What follows belongs to an exercise in optimizing a design on an open flow for small area, a short achievable clock period and few clock cycles; a production flow would make more cautious choices. Only simulation tests tie the RTL to the original design; equivalence was not proved.

== run A ==
Design fmultiplier, start of the top module:
module fmultiplier(
    input  wire        clk,
    input  wire        rst,
    input  wire        valid,       
    input  wire [31:0] a,
    input  wire [31:0] b,
    output reg  [31:0] z,
    output reg         out_valid    
);
    function automatic [4:0] msb23(input [22:0] x);
        integer i;
        begin
            msb23 = 5'd0;
            for (i = 0; i < 23; i = i + 1)
                if (x[i]) msb23 = i[4:0];
        end
    endfunction
    function automatic [4:0] tz24(input [23:0] x);
        integer i;
        reg found;
        begin
            tz24 = 5'd24;
            found = 1'b0;
            for (i = 0; i < 24; i = i + 1)
                if (!found && x[i]) begin
                    tz24 = i[4:0];
                    found = 1'b1;
                end
        end
    endfunction
    wire        sa = a[31], sb = b[31];
    wire [7:0]  ea = a[30:23], eb = b[30:23];
    wire [22:0] fa = a[22:0], fb = b[22:0];
    wire a_ez = (ea == 8'h00), b_ez = (eb == 8'h00);
    wire a_eo = (ea == 8'hFF), b_eo = (eb == 8'hFF);
    wire a_fz = (fa == 23'd0), b_fz = (fb == 23'd0);
    wire a_nan  = a_eo & ~a_fz, b_nan  = b_eo & ~b_fz;
    wire a_inf  = a_eo &  a_fz, b_inf  = b_eo &  b_fz;
    wire a_zero = a_ez &  a_fz, b_zero = b_ez &  b_fz;
    wire is_nan  = a_nan | b_nan | (a_inf & b_zero) | (b_inf & a_zero);
    wire is_inf  = a_inf | b_inf;
    wire is_zero = a_zero | b_zero;
    wire [23:0] ma = {~a_ez, fa};
    wire [23:0] mb = {~b_ez, fb};
    wire [7:0]  xa = {ea[7:1], ea[0] | a_ez};
    wire [7:0]  xb = {eb[7:1], eb[0] | b_ez};
    wire [26:0] yb = {2'b00, mb, 1'b0};
    wire [12:0] bn;               
    wire [24:0] bm0, bm1, bm2, bm3, bm4, bm5, bm6, bm7, bm8, bm9, bm10, bm11, bm12;
    wire [24:0] bmx [0:12];
    genvar gi;
    generate
        for (gi = 0; gi < 13; gi = gi + 1) begin : g_booth
            wire d2 = yb[2*gi+2], d1 = yb[2*gi+1], d0 = yb[2*gi];
            wire one = d1 ^ d0;
            wire two = (d2 & ~d1 & ~d0) | (~d2 & d1 & d0);
            assign bn[gi] = d2 & ~(d1 & d0);
            assign bmx[gi] = (({25{one}} & {1'b0, ma}) | ({25{two}} & {ma, 1'b0})) ^ {25{bn[gi]}};
        end
    endgenerate
    assign bm0 = bmx[0];   assign bm1 = bmx[1];   assign bm2 = bmx[2];
  ...
For scale: ~3600 cells after synthesis, ~130 flip-flops, roughly 100 I/O pins, ~0.026 mm² of cells after synthesis.
Settings: LEC_CHECK=0, ABC_AREA=1, CAP_MARGIN=20, CORE_MARGIN=2, CORE_UTILIZATION=40, PLACE_DENSITY=0.6, SETUP_SLACK_MARGIN=3.5, SLEW_MARGIN=20, SYNTH_HIERARCHICAL=1; clock period 10.0 ns.
standard.sh (not shown) runs the stock make flow with config.mk's settings and CLKGATE_MAP_FILE= SYNTH_SCRIPT=/design/flow/synth_recipe.tcl, a recipe that flattens the netlist after the stock synthesis.
==> flow/flow/run.sh <==
#!/bin/bash
# Standard layout, with the ports buffered by buf cells instead of the delay
# buffer that buffer_ports picks by default.
export BUFFER_PORTS_ARGS="-buffer_cell sky130_fd_sc_hd__buf_2"
bash standard.sh > standard.log 2>&1
Testbench counts of run A, summed over its fixed seeds: cycles 16,137.
Setup changes, run A to run B
Settings: TNS_END_PERCENT: unset -> 100; SETUP_SLACK_MARGIN: 3.5 -> 4.0.
--- outcome ---
Changes observed in run B relative to run A: number of placed instances, taps included roughly the same, fmax higher, via-per-instance ratio higher.
Looking at routed wire length, run B sits 2900 µm higher than run A does.
Relative to run A, met3 layer wire length in the routed design increased by 1300 µm in run B.
Run A → run B: global-route usage over all layers ~0 delta.
Global routing met1 resource utilization of run B is on par with run A.
--- input diff run B..run C ---
Settings: removing TNS_END_PERCENT (formerly 100).
==> run notes <==
Run C did not stop at any stage, and its layout met the timing, DRC and antenna checks. Maximum frequency came out exactly the same in run B and run C. Between run B and run C, the difference in mean area per synthesized cell is negligible. For count of non-CTS inverters in the layout, run B and run C come out practically identical.


Setup of job 9642:
fmultiplier, a different RTL version from the one above (not shown whole).
For scale: roughly 130 flip-flops, about 100 I/O pins.
Design fmultiplier, start of the top module:
module fmultiplier(
    input  wire        clk,
    input  wire        rst,
    input  wire        valid,       
    input  wire [31:0] a,
    input  wire [31:0] b,
    output reg  [31:0] z,
    output reg         out_valid    
);
export LEC_CHECK = 0
export ABC_AREA = 1
export CAP_MARGIN = 20
export CORE_MARGIN = 2
export CORE_UTILIZATION = 40
export PLACE_DENSITY = 0.6
export SETUP_SLACK_MARGIN = 4.5
export SLEW_MARGIN = 20
create_clock -name core_clock -period 10.0 [get_ports {clk}]
Scripts as last shown in full above: flow/flow/run.sh
In summary, job 9642 completed successfully, with a layout that passed the timing, DRC and antenna checks.
Testbench counts of job 9642, summed over its fixed seeds: cycles 16,137.
Here is what was changed in the inputs of job 5081 compared with job 9642.
-- flow/config.mk --
<<< job 9642, line 12
export PLACE_DENSITY = 0.6
export SETUP_SLACK_MARGIN = 4.5
export SLEW_MARGIN = 20
>>> job 5081, line 12
export PLACE_DENSITY = 0.6
export SETUP_SLACK_MARGIN = 4.0
export SLEW_MARGIN = 20
Findings:
- From job 9642 to job 5081 the numbers moved as follows: count of plain and timing-repair buffers dropped about 50%, headroom to the max-slew limit dropped 18 points.
For job 2631, these inputs were changed with respect to job 5081:
-- flow/config.mk --
<<< job 5081, line 12
export PLACE_DENSITY = 0.6
export SETUP_SLACK_MARGIN = 4.0
export SLEW_MARGIN = 20
>>> job 2631, line 12
export PLACE_DENSITY = 0.6
export SLEW_MARGIN = 20
Results
Job 5081 → job 2631: final design utilization fell by 1.9 points, data arrival time of the critical path rose by 0.78 ns, routed wire length fell by about 3.4%.
> inputs changed (job 2631 -> job 8935)
-- flow/config.mk --
<<< job 2631, line 12
export PLACE_DENSITY = 0.6
export SLEW_MARGIN = 20
>>> job 8935, line 12
export PLACE_DENSITY = 0.6
export SETUP_SLACK_MARGIN = 3.5
export SLEW_MARGIN = 20
==> comparison <==
Row maximum frequency: job 8935 higher / job 2631 lower
Worst path setup slack after routing was lower in the run labelled job 2631.
Design area (job 8935 vs. job 2631) increases slightly
Count of plain and timing-repair buffers in the layout: job 8935 higher than job 2631
Share of synthesized cell area in full adder, half adder and majority cells: job 8935 vs job 2631, no meaningful difference
Fraction of layout cells with a size suffix above 1 for job 8935: 0.64 points up relative to job 2631


Setup of the reference run:
Another version of the RTL of fmultiplier (not shown whole).
Size: ~3700 cells after synthesis, roughly 140 flip-flops, ~100 I/O pins, about 26000 sq um of cells after synthesis.
Settings: LEC_CHECK=0, ABC_AREA=1, CAP_MARGIN=20, CORE_MARGIN=2, CORE_UTILIZATION=40, PLACE_DENSITY=0.6, SETUP_SLACK_MARGIN=3.7, SLEW_MARGIN=20, SYNTH_HIERARCHICAL=1; clock period 10.0 ns.
Scripts as last shown in full above: flow/flow/run.sh
Testbench counts of the reference run, summed over its fixed seeds: cycles 16,082.
### the reference run -> the trial run
- SETUP_SLACK_MARGIN now 4.0, was 3.7
[summary]
- Taking the reference run as the reference, in the trial run summed area of non-filler cells in the final layout rose 3.2%, first-pass GRT wire length fell 0.71%.
- Number of signal-net inverters in the final layout delta (the trial run -> the reference run): insignificant
- Max maximum net fanout on the critical path across the trial run and the reference run: the reference run
- Compared with the reference run, in the trial run post-cts resize count rose 38, final count of negative-setup-slack endpoints flat.


Another version of the RTL of fmultiplier (not shown whole).
Size: roughly 3300 cells after synthesis, roughly 96 flip-flops, about 26000 µm² of cells after synthesis.
Design fmultiplier, start of the top module:
module fmultiplier(
    input  wire        clk,
    input  wire        rst,
    input  wire        valid,       
    input  wire [31:0] a,
    input  wire [31:0] b,
    output reg  [31:0] z,
    output reg         out_valid    
);
Settings: LEC_CHECK=0, CAP_MARGIN=20, CORE_MARGIN=2, CORE_UTILIZATION=40, PLACE_DENSITY=0.6, SLEW_MARGIN=20; clock period 10.0 ns.
Scripts as last shown in full above: flow/flow/run.sh
Testbench counts at the start, summed over its fixed seeds: cycles 16,000.
Next try:
==> flow/run.sh (new file) <==
#!/bin/bash
# synth_recipe.tcl (not shown) runs the flow's synth.tcl, then flattens the netlist and writes it again
# the make line also repeats each setting of config.mk as NAME=value (left out here)
make -C /OpenROAD-flow-scripts/flow DESIGN_CONFIG=/design/flow/config.mk WORK_HOME=/design/flow/orfs CLKGATE_MAP_FILE= SYNTH_SCRIPT=/design/flow/synth_recipe.tcl finish
removed: flow/flow/run.sh
removed: flow/standard.sh
- via count goes down by 0.65%
- routed wire length goes down by 0.54%
- clock-buffer cell count does not change
- worst setup slack gets worse by 0.34 ns
- hold slack gets better by 0.32 ns
- fmax goes down by 4.0%
Next try:
==> flow/flow/run.sh (new file) <==
#!/bin/bash
# Standard layout, with the ports buffered by buf cells instead of the delay
# buffer that buffer_ports picks by default.
export BUFFER_PORTS_ARGS="-buffer_cell sky130_fd_sc_hd__buf_2"
bash standard.sh > standard.log 2>&1
==> flow/standard.sh (new file) <==
#!/bin/bash
# synth_recipe.tcl (not shown) runs the flow's synth.tcl, then flattens the netlist and writes it again
# the make line also repeats each setting of config.mk as NAME=value (left out here)
make -C /OpenROAD-flow-scripts/flow DESIGN_CONFIG=/design/flow/config.mk WORK_HOME=/design/flow/orfs CLKGATE_MAP_FILE= SYNTH_SCRIPT=/design/flow/synth_recipe.tcl "${@:-finish}"
--- a/flow/config.mk
+++ b/flow/config.mk
@@ -9,4 +9,4 @@
 export CORE_MARGIN = 2
-export CORE_UTILIZATION = 40
-export PLACE_DENSITY = 0.6
+export CORE_UTILIZATION = 60
+export PLACE_DENSITY = 0.75
 export SLEW_MARGIN = 20
removed: flow/run.sh
The new run completed without violations.
Die area shrinks by a quarter to a third.
Fmax climbs by a few percent.
Final area falls by a few percent.
Next try:
--- a/flow/config.mk
+++ b/flow/config.mk
@@ -7,6 +7,7 @@
 export LEC_CHECK = 0
+export ABC_AREA = 1
 export CAP_MARGIN = 20
 export CORE_MARGIN = 2
-export CORE_UTILIZATION = 60
-export PLACE_DENSITY = 0.75
+export CORE_UTILIZATION = 40
+export PLACE_DENSITY = 0.6
 export SLEW_MARGIN = 20
After rerunning: Die area climbs by 46%; area after synthesis drops by 1.8%; final area climbs by 0.40%; worst setup slack improves by 0.82 ns; final cell count climbs by 20%; routed wire length drops by 5.5%; maximum frequency climbs by 11%; critical path depth climbs by 5; flip-flop and latch count is unchanged; first-iteration DRC count drops by 22%.

[port drivers added, routing unchanged]
How much do the figures lean on ideal ports? The routed layouts below were timed once more, with nothing changed but the port constraints.
Step 1 assumes that a clkbuf_16 drives the clock port and a buf_2 every other input.
Step 2 times the ports against the registers' clock, not the clock port: input delays grow and output delays shrink by t, the midpoint of the rising clock arrivals with the driver on.
Three values: ideal ports, drivers, drivers and shift; two values: the first two.
| run | t, ns | setup slack, ns | worst setup path after step 2 |
|---|---|---|---|
| run A | 0.513 | 3.754 / 3.695 / 3.287 | input to register |
| run B | 0.514 | 3.997 / 4.001 / 3.525 | input to register |
| run C | 0.514 | 3.997 / 4.001 / 3.525 | input to register |
| job 9642 | 0.504 | 4.238 / 4.179 / 3.936 | input to register |
| job 5081 | 0.508 | 4.065 / 4.104 / 3.596 | input to register |
| job 2631 | 0.494 | 3.294 / 3.307 / 2.813 | input to register |
| job 8935 | 0.492 | 3.705 / 3.695 / 3.247 | input to register |
| the reference run | 0.514 | 3.765 / 3.767 / 3.283 | input to register |
| the trial run | 0.534 | 4.086 / 4.073 / 3.595 | input to register |
| the first run of note 4 | 0.407 | 1.865 / 1.814 / 2.222 | register to output |
| the second run of note 4 | 0.408 | 1.522 / 1.471 / 1.721 | input to register |
| the third run of note 4 | 0.411 | 1.743 / 1.694 / 1.913 | input to register |
| the fourth run of note 4 | 0.401 | 2.561 / 2.586 / 2.185 | input to register |
After both steps setup and hold are still met in every run listed. For the trial run, which loses most, drivers alone change the setup slack by -0.013 ns; drivers and shift together by -0.491 ns.
